Source: an optimization exercise on an open RTL-to-GDS flow (aim: small area, a short achievable clock period and few clock cycles per item). Production flows keep margins and buffers that such runs may drop. Function was checked by simulation only, so behaviour that the tests miss may differ from the original.

## flow/design.v (module list and top-level ports; edited modules follow where they fit)
// module sqrt_binary_search: 882 lines
module sqrt_binary_search (
    input  logic        clk,
    input  logic        rst,         
    input  logic        valid_in,
    input  logic [15:0] x,           
    output logic [15:0] x_sqrt,      
    output logic        valid_out
);
  // ...
==> flow/flow/run.sh <==
#!/bin/bash
set -e
cp standard.sh standard_sh.log
cp synth_recipe.tcl synth_recipe_tcl.log
export BUFFER_PORTS_ARGS="-buffer_cell sky130_fd_sc_hd__buf_2"
bash standard.sh > standard.log 2>&1
==> flow/standard.sh <==
#!/bin/bash
# synth_recipe.tcl (not shown) runs the flow's synth.tcl, then flattens the netlist and writes it again
# the make line also repeats each setting of config.mk as NAME=value (left out here)
make -C /OpenROAD-flow-scripts/flow DESIGN_CONFIG=/design/flow/config.mk WORK_HOME=/design/flow/orfs CLKGATE_MAP_FILE= SYNTH_SCRIPT=/design/flow/synth_recipe.tcl "${@:-finish}"
==> flow/config.mk <==
export PLATFORM = sky130hd
export DESIGN_NAME = sqrt_binary_search
export DESIGN_NICKNAME = sqrt_binary_search
export VERILOG_FILES = /design/flow/design.v
export SDC_FILE = /design/flow/constraint.sdc
export NUM_CORES = 4
export LEC_CHECK = 0
export ABC_AREA = 1
export CAP_MARGIN = 20
export CORE_MARGIN = 2
export CORE_UTILIZATION = 40
export SETUP_SLACK_MARGIN = 2
export SLEW_MARGIN = 20
==> flow/constraint.sdc <==
create_clock -name core_clock -period 11.0 [get_ports {clk}]
set_input_delay 2.2000 -clock core_clock [delete_from_list [all_inputs] [get_ports {clk}]]
set_output_delay 2.2000 -clock core_clock [all_outputs]
set_load 0.01 [all_outputs]
==> impl_metrics.csv, run 1 <==
group,metric,value,unit
synth,ys_warn_count,1,
critical_path,cp_common_cell,"nand2_1",
final_layout,clockNetworkAreaShare,1.33,%
floorplanning,die-area,9970,sq um
synth,synthMuxAreaShare,0,%
final_layout,largest_register_ffs,8,
final_layout,multiInputGateArea,2910,sq um
sta,setup_violations,0,
final_layout,multi_input_area_share,70.1,%
final_layout,n_antenna_cell,0,
synth,yosysMostFrequentCell,"nand2_1",
cts,postCtsSetupBuffers,0,
final_layout,area_dominant_class,"multi-input combinational cells",
final_layout,clock_buffers,4,
synth,syn-instance-count,606,
critical_path,path_class,"reg -> out",
route,wl_met3,334,microns
outcome,status,"complete, no violations",
floorplanning,std_cell_rows,34,
final_layout,seq_cell_count,18,
route,wl_met1,4.03,mm
synth,synth_top_family_by_area,"simple AND/OR/NAND/NOR gates",
sta,holdWs,2040,ps
critical_path,cp_slowest_stage_delay,610,ps
floorplanning,coreArea,8810,sq um
final_layout,buffer_area_share,6.03,%
grt,grt_pass1_vias,3561,
synth,synthAdderAreaFrac,10.2,%
final_layout,inverters,113,
cts,post_cts_resized,1,
sta,maxSlewHeadroom,56.3,%
cts,clock-sinks,18,
route,finalWirelength,8.94,mm
synth,synth_seq_cells,18,
min_path,worst_hold_path_type,"in -> reg",
cts,clock_path_buffers,2,
run,cap_violations,0,
route,drc,0,
sta,finalCriticalPeriod,8450,ps
final_layout,nMultiInputCombCells,472,
synth,yosys.area.top_type_share,19.8,%
Testbench counts, summed over its fixed seeds: cycles 262,148, items 262,144.
==> inputs of run 2 (changes only) <==
--- a/flow/config.mk
+++ b/flow/config.mk
@@ -9,5 +9,5 @@
 export CAP_MARGIN = 20
 export CORE_MARGIN = 2
 export CORE_UTILIZATION = 40
-export SETUP_SLACK_MARGIN = 2
+export SETUP_SLACK_MARGIN = 3
 export SLEW_MARGIN = 20
==> impl_metrics.csv, run 2 <==
group,metric,value,unit
final_layout,area_delta_synth_final,40.7,%
route,dr.pass1.iters,4,
critical_path,cp_data_required_time,8800,ps
synth,synth.area.top_cells,"nand2_1, inv_1, dfxtp_1",
synth,synth_area,3670,sq um
grt,grt_remaining_overflow,0,
floorplanning,die_y,99.8,microns
sta,drv_slew,0,
final_layout,final_common_cell,"nand2_1",
final_layout,top_register,"r_r",
final_layout,nets,738,
placement,portBuffers,31,
sta,finalCritPeriodShare,73.5,%
sta,setup_violations,0,
grt,grt_pass1_vias,3823,
synth,syn-instance-count,606,
floorplanning,start_util,41.7,%
synth,synthFlopType,"dfxtp_1",
synth,yosys.area.top_type_share,19.8,%
synth,synth_area_per_cell,6.06,sq um
critical_path,endpoint_kind,"primary output",
floorplanning,coreArea,8810,sq um
cts,root_buffer,"clkbuf_8",
cts,tritoncts,"done",
route,wl_per_cell,13.1,microns
min_path,hold_depth,1,
floorplanning,die_w,99.8,microns
route,drtIter0Drc,165,
sta,timing.fmax,0.124,GHz
synth,async_reset_ff_share,0,%
synth,ys_seq_area_share,9.81,%
final_layout,fin_util,58.7,%
critical_path,crit_fanout,8,
sta,tightest_slew,957,ps
cts,cts_inserted_buffers,3,
grt,grtUsageTotal,20.0,%
final_layout,drive_gt1_share,42.7,%
sta,finalHoldViolCount,0,
synth,ys_warn_count,1,
final_layout,largest_register_ffs,8,
synth,synth_common_cells,"nand2_1, inv_1, nand3_1",
floorplanning,std_cell_rows,34,
critical_path,slowest_stage,"dfxtp_4",
cts,cts_hold_buf,0,
synth,yosys.area.top_type,"nand2_1",
placement,dpl.hpwl,7.52,mm
floorplanning,die-area,9970,sq um
critical_path,cp-start-kind,"flop",
critical_path,cp_slowest_stage_delay,400,ps
critical_path,crit_arrival,5890,ps
outcome,status,"complete, no violations",
sta,maxSlewHeadroom,35.5,%
final_layout,n_antenna_cell,0,
sta,fin_setup_tns,0,ps
grt,antenna_found_initial,0,
sta,finalCriticalPeriod,8090,ps
route,vias_per_cell,5.02,
floorplanning,boundaryPins,36,
final_layout,largestRegisters,"r_r: 8 flops, q_r: 7 flops, x_r: 2 flops",
final_layout,final_cell_mix,"nand2_1, inv_1, nand2_2, buf_4, nand3_1",
synth,synth_seq_cells,18,
synth,synth_cell_types,41,
route,drc,0,
final_layout,nFillCells,779,
critical_path,path_class,"reg -> out",
cts,clock-sinks,18,
cts,ctsHtreeMaxLevel,1,
cts,cts.reportedPaths.clkPinSlew,60,ps
synth,yosysMostFrequentCell,"nand2_1",
placement,gp_congestion,0.881,
route,finalWirelength,10.5,mm
route,dr_total_vias,4028,
route,antenna_left,0,
grt,grt_max_degree,12,
run,cap_violations,0,
cts,clock_path_buffers,2,
synth,synth-edff-count,0,
sta,rsz0062_at_grt,"true",
min_path,worst_hold_path_type,"in -> reg",
grt,grt_pass1_wl,16.6,mm
-- run 2: changes by cell type in the layout (fill, tap and decap cells not counted), sizes merged --
cell	before	now
nand2	230	232
clkinv	1	0
inv	112	113
buf	42	85
-- run 2: per-layer routing --
metal / global-route usage (%) / share of wire (%)
met5: 0 / 0
met4: 8.43 / 3.0
met3: 0.975 / 2.5
met2: 36.2 / 53
met1: 24.8 / 42
-- run 2: worst paths after layout --
kind,endpoint,start,slack [ps]
setup / recovery,x_sqrt[0],q_r[0]$_DFF_P_,2910
hold / removal,x_r[1]$_DFF_P_,x[1],2050
-- run 2: cell families (layout without fill, tap and decap cells) --
kind of cell | after synthesis | in the layout | synth area share (%)
adder cells (fa/ha/maj) | 24 | 24 | 10.2
AND/OR/NAND/NOR | 360 | 363 | 48.4
buffers and inverters | 120 | 202 | 13.4
flip-flops | 18 | 18 | 9.81
AO/OA/AOI/OAI | 34 | 34 | 5.76
XOR/XNOR | 49 | 49 | 12.4
other | 1 | 4 | 0.102
-- run 2: area by class of cell --
type	count	area, sq um	area share, %
clock buffer	4	55.1	1.06
inverter	113	447	8.64
multi-input combinational	474	3550	68.7
tap	108	135	2.61
sequential	18	382	7.38
timing repair buffer	85	599	11.6
-- run 2: critical path: cells and delay by family (launching register included) --
| kind | cells | cell delay, ps |
|---|---|---|
| buffers and inverters | 11 | 1410 |
| xor gates and xnor gates | 4 | 800 |
| and+or+nand+nor | 23 | 2060 |
| AOI/OAI and AO/OA | 2 | 140 |
| DFF | 1 | 400 |
| adders and majority gates | 2 | 770 |
-- run 2: per-stage QoR --
step                      instance area (sq um)  setup WS (ps)  hold WS, ps  cells
after floorplan                            3680           3180         2230    609
after CTS                                  4420           2980         2040    772
final                                      5170           2910         2050    802
after global routing                       5170           2590         2030    802
after global placement                     3910           2470         2310    741
after detailed placement                   3910           2280         2300    741
-- run 2: repair_timing --
| item | 4_1_cts | 5_1_grt |
|---|---|---|
| buffers inserted | 25 | 29 |
| pin swaps | 31 | 71 |
| endpoints found under the hold margin | 0 | 0 |
| resized for setup | 61 | 126 |
| endpoints found under the setup margin | 3 | 6 |
| gates cloned | 2 | 1 |
==> inputs of run 3 (changes only) <==
--- a/flow/config.mk
+++ b/flow/config.mk
@@ -9,5 +9,5 @@
 export CAP_MARGIN = 20
 export CORE_MARGIN = 2
 export CORE_UTILIZATION = 40
-export SETUP_SLACK_MARGIN = 3
+export SETUP_SLACK_MARGIN = 2.5
 export SLEW_MARGIN = 20
==> impl_metrics.csv, run 3 <==
group,metric,value,unit
outcome,status,"complete, no violations",
cts,cts_inserted_buffers,3,
placement,gp_congestion,0.881,
sta,timing.fmax,0.122,GHz
synth,yosys.area.top_type,"nand2_1",
cts,cts_hold_buf,0,
grt,antenna_found_initial,0,
synth,synth-edff-count,0,
final_layout,top_register,"r_r",
floorplanning,coreArea,8810,sq um
sta,setup_violations,0,
critical_path,path_class,"reg -> out",
synth,syn-instance-count,606,
sta,finalHoldViolCount,0,
critical_path,cp-start-kind,"flop",
final_layout,largest_register_ffs,8,
floorplanning,die-area,9970,sq um
synth,yosysMostFrequentCell,"nand2_1",
floorplanning,die_w,99.8,microns
synth,synth_seq_cells,18,
route,dr_total_vias,3790,
synth,synth.area.top_cells,"nand2_1, inv_1, dfxtp_1",
synth,ys_seq_area_share,9.81,%
grt,grt_pass1_wl,15.7,mm
sta,finalCriticalPeriod,8200,ps
grt,grt_max_degree,16,
cts,tritoncts,"done",
min_path,min_from,"x[1]",
floorplanning,std_cell_rows,34,
min_path,worst_hold_path_type,"in -> reg",
min_path,hold_depth,1,
floorplanning,start_util,41.7,%
final_layout,nets,710,
sta,tightest_slew,776,ps
route,drc,0,
sta,maxSlewHeadroom,47.7,%
sta,drv_slew,0,
final_layout,largestRegisters,"r_r: 8 flops, q_r: 7 flops, x_r: 2 flops",
grt,grtUsageTotal,19.0,%
grt,grt_remaining_overflow,0,
grt,grt_pass1_vias,3563,
critical_path,crit_arrival,6000,ps
route,wl_per_cell,12.2,microns
final_layout,final_cell_mix,"nand2_1, inv_1, nand3_1, nand2_2, buf_2",
sta,finalCritPeriodShare,74.6,%
synth,yosys.area.top_type_share,19.8,%
min_path,holdPathEnd,"x_r[1]$_DFF_P_",
critical_path,crit_fanout,8,
cts,cts.reportedPaths.clkPinSlew,70,ps
critical_path,endpoint_kind,"primary output",
route,dr.pass1.iters,4,
final_layout,drive_gt1_share,28.1,%
synth,synth_area,3670,sq um
sta,rsz0062_at_grt,"true",
placement,portBuffers,31,
placement,dpl.hpwl,7.52,mm
route,drtIter0Drc,193,
synth,synth_cell_types,41,
floorplanning,die_y,99.8,microns
run,cap_violations,0,
route,antenna_left,0,
sta,fin_setup_tns,0,ps
route,vias_per_cell,4.90,
synth,async_reset_ff_share,0,%
critical_path,cp_slowest_stage_delay,430,ps
route,finalWirelength,9.46,mm
cts,root_buffer,"clkbuf_8",
final_layout,fin_util,51.5,%
cts,ctsHtreeMaxLevel,1,
critical_path,cp_common_cell,"nand2_1",
critical_path,slowest_stage,"dfxtp_4",
synth,ys_warn_count,1,
final_layout,n_antenna_cell,0,
synth,synth_area_per_cell,6.06,sq um
cts,clock_path_buffers,2,
floorplanning,boundaryPins,36,
synth,synth_common_cells,"nand2_1, inv_1, nand3_1",
synth,synthFlopType,"dfxtp_1",
cts,clock-sinks,18,
critical_path,cp_data_required_time,8800,ps
final_layout,final_common_cell,"nand2_1",
final_layout,area_delta_synth_final,23.4,%
run 3: cell count changes in the layout (fill, tap and decap cells not counted), sizes merged:
cell and delta:
buf -26, nand2 -2, clkinv +1, inv -1
run 3: how the worst max path moves through the flow:
stage,start,slack [ps],depth (start not counted),end
6_report,q_r[2]$_DFF_P_,2800,42,x_sqrt[0]
5_1_grt,x_r[0]$_DFF_P_,2390,46,x_sqrt[0]
4_1_cts,q_r[3]$_DFF_P_,2520,42,x_sqrt[0]
3_5_place_dp,q_r[0]$_DFF_P_,2280,40,x_sqrt[0]
3_3_place_gp,q_r[0]$_DFF_P_,2470,39,x_sqrt[0]
2_1_floorplan,q_r[0]$_DFF_P_,3180,40,x_sqrt[0]
run 3: final cells by class:
type	count	area [sq um]
clock buffers	4	55.1
inverters	113	437
multi-input cells	472	3130
repair buffers	59	398
flip-flops and latches	18	382
fillers	878	4270
well taps	108	135
run 3: metal layers:
metal	track usage [%]	vias up	routed length (microns)	part of all wire (%)
met2	34.7	84	4750	50
li1	-	1983	-	-
met5	0	-	0	0
met1	24.0	1703	4150	44
met3	1.11	20	318	3.4
met4	5.48	0	245	2.6
run 3: kinds of logic after synthesis:
family	synth area share, %
other	0.102
adders and majority gates	10.2
AOI/OAI and AO/OA	5.76
buffers and inverters	13.4
xor gates and xnor gates	12.4
and+or+nand+nor	48.4
DFF	9.81
run 3: critical path, delay by kind of cell (launching register included):
kind,cells,cell delay [ps]
compound gates,4,560
simple gates,27,2720
buf+inv,6,700
fa+ha+maj,2,720
flops,1,430
xor+xnor,3,590
run 3: per-stage QoR:
step	cell area [sq um]	std cells	setup slack (ps)	hold slack (ps)
final	4530	774	2800	2040
after CTS	4050	748	2520	2040
after floorplan	3680	609	3180	2230
after global placement	3910	741	2470	2310
after global routing	4530	774	2390	2030
after detailed placement	3910	741	2280	2300
run 3: repair_timing:
item / CTS / global route
resized for setup: 17 / 63
endpoints found under the setup margin: 1 / 4
setup buffers: 3 / 25
endpoints found under the hold margin: 0 / 0
gates cloned: 0 / 1
pin swaps: 5 / 33
==> inputs of run 4 (changes only) <==
--- a/flow/config.mk
+++ b/flow/config.mk
@@ -9,5 +9,5 @@
 export CAP_MARGIN = 20
 export CORE_MARGIN = 2
 export CORE_UTILIZATION = 40
-export SETUP_SLACK_MARGIN = 2.5
+export SETUP_SLACK_MARGIN = 1.5
 export SLEW_MARGIN = 20
==> impl_metrics.csv, run 4 <==
group,metric,value,unit
route,antenna_left,0,
critical_path,crit_arrival,6500,ps
grt,grt_pass1_wl,15.5,mm
final_layout,n_antenna_cell,0,
sta,timing.fmax,0.115,GHz
critical_path,crit_family,"simple AND/OR/NAND/NOR gates",
final_layout,largest_register_ffs,8,
sta,setup_violations,0,
floorplanning,die_y,99.8,microns
route,dr.pass1.iters,4,
floorplanning,die_w,99.8,microns
grt,antenna_found_initial,0,
sta,tightest_slew,648,ps
min_path,min_from,"x[1]",
synth,synth_seq_cells,18,
floorplanning,coreArea,8810,sq um
critical_path,slowest_stage,"fa_1",
placement,gp_congestion,0.881,
grt,grt_pass1_vias,3561,
run,cap_violations,0,
cts,postCtsSetupBuffers,0,
critical_path,path_buf_inv,3,
placement,dpl.hpwl,7.52,mm
synth,yosys.area.top_type_share,19.8,%
sta,drv_slew,0,
sta,finalCriticalPeriod,8700,ps
final_layout,fin_util,45.3,%
final_layout,final_common_cell,"nand2_1",
final_layout,drive_gt1_share,17.9,%
critical_path,cp_data_required_time,8800,ps
cts,cts_inserted_buffers,3,
sta,fin_setup_tns,0,ps
sta,holdWs,2040,ps
critical_path,crit_fanout,15,
min_path,holdPathEnd,"x_r[1]$_DFF_P_",
synth,ys_seq_area_share,9.81,%
floorplanning,boundaryPins,36,
cts,tritoncts,"done",
grt,grt_max_degree,16,
route,dr_total_vias,3608,
floorplanning,std_cell_rows,34,
placement,portBuffers,31,
route,finalWirelength,8.64,mm
synth,yosys.area.top_type,"nand2_1",
synth,synthFlopType,"dfxtp_1",
synth,ys_warn_count,1,
synth,synth_common_cells,"nand2_1, inv_1, nand3_1",
critical_path,endpoint_kind,"primary output",
final_layout,largestRegisters,"r_r: 8 flops, q_r: 7 flops, x_r: 2 flops",
critical_path,cp_slowest_stage_delay,450,ps
synth,syn-instance-count,606,
grt,grtUsageTotal,18.8,%
critical_path,cp_common_cell,"nand2_1",
synth,async_reset_ff_share,0,%
critical_path,cp-start-kind,"flop",
synth,synth_area,3670,sq um
synth,synth_area_per_cell,6.06,sq um
min_path,hold_depth,1,
floorplanning,die-area,9970,sq um
sta,finalCritPeriodShare,79.1,%
cts,ctsHtreeMaxLevel,1,
outcome,status,"complete, no violations",
cts,clock_path_buffers,2,
floorplanning,start_util,41.7,%
final_layout,nets,681,
final_layout,final_cell_mix,"nand2_1, inv_1, nand3_1, xor2_1, buf_2",
route,vias_per_cell,4.84,
cts,root_buffer,"clkbuf_8",
route,drtIter0Drc,170,
final_layout,top_register,"r_r",
placement,dp_slack,2280,ps
final_layout,area_delta_synth_final,8.55,%
sta,finalHoldViolCount,0,
final_layout,nFillCells,929,
grt,grt_remaining_overflow,0,
route,wl_per_cell,11.6,microns
cts,clock-sinks,18,
sta,rsz0062_at_grt,"false",
synth,synth_cell_types,41,
cts,cts.reportedPaths.clkPinSlew,70,ps
synth,synth.area.top_cells,"nand2_1, inv_1, dfxtp_1",
critical_path,path_class,"reg -> out",
route,drc,0,
min_path,worst_hold_path_type,"in -> reg",
synth,yosysMostFrequentCell,"nand2_1",
synth,synth-edff-count,0,
sta,worst_slack,2300,ps
sta,maxSlewHeadroom,56.3,%
-- run 4: stage by stage --
| stage | instance area, sq um | instances |
|---|---|---|
| after global routing | 3990 | 745 |
| final | 3990 | 745 |
| after detailed placement | 3910 | 741 |
| after global placement | 3910 | 741 |
| after CTS | 3970 | 745 |
| after floorplan | 3680 | 609 |
-- run 4: logic make-up after synthesis --
group                      after synthesis  synth area share, %
adders and majority gates               24                 10.2
buffers and inverters                  120                 13.4
AOI/OAI and AO/OA                       34                 5.76
xor gates and xnor gates                49                 12.4
other                                    1                0.102
DFF                                     18                 9.81
and+or+nand+nor                        360                 48.4
-- run 4: how the worst max path moves through the flow --
stage / from / depth (start not counted) / slack [ps] / to
global route: q_r[0]$_DFF_P_ / 44 / 1500 / x_sqrt[0]
CTS: q_r[0]$_DFF_P_ / 40 / 1980 / x_sqrt[0]
floorplan: q_r[0]$_DFF_P_ / 40 / 3180 / x_sqrt[0]
detailed placement: q_r[0]$_DFF_P_ / 40 / 2280 / x_sqrt[0]
finish: q_r[0]$_DFF_P_ / 39 / 2300 / x_sqrt[0]
global placement: q_r[0]$_DFF_P_ / 39 / 2470 / x_sqrt[0]
-- run 4: final cells by class --
type | count | area (sq um) | area share, %
inverter | 113 | 427 | 10.7
multi-input combinational | 471 | 2850 | 71.4
tap | 108 | 135 | 3.39
timing repair buffer | 31 | 155 | 3.89
sequential | 18 | 369 | 9.26
clock buffer | 4 | 55.1 | 1.38
-- run 4: routing by layer --
layer	vias up	GRT usage, %	wire (microns)
li1	1926	-	-
met1	1615	23.8	3970
met2	59	34.2	4310
met3	8	1.11	241
met4	0	5.90	121
met5	-	0	0
-- run 4: what timing repair did --
action                                  in CTS  in global routing
endpoints found under the setup margin       0                  1
hold buffers                                 0                  0
gates resized for setup                      0                  8
endpoints found under the hold margin        0                  0

## afterwards: timing with drivers on the ports
How much do the figures lean on ideal ports? The routed layouts below were timed once more, with nothing changed but the port constraints.
Step 1: set_driving_cell puts a clkbuf_16 on clk and a buf_2 on each other input, an assumption about the parent block.
Step 2 also shifts input and output timing later by t, the mid clock arrival at the registers, as if the neighbouring blocks saw the same clock.
Slacks: no drivers / after step 1 / after step 2; pairs: no drivers / after step 1.
| run | t, ns | setup WS [ns] | worst setup path after step 2 | cell pins on the clock port's net |
|---|---|---|---|---|
| run 1 | 0.279 | 2.552 / 2.531 / 2.753 | input to register | 1 |
| run 2 | 0.273 | 2.914 / 2.890 / 3.080 | input to register | 1 |
| run 3 | 0.279 | 2.795 / 2.773 / 2.971 | input to register | 1 |
| run 4 | 0.279 | 2.300 / 2.278 / 2.557 | register to output | 1 |
After both steps setup and hold are still met in every run listed.
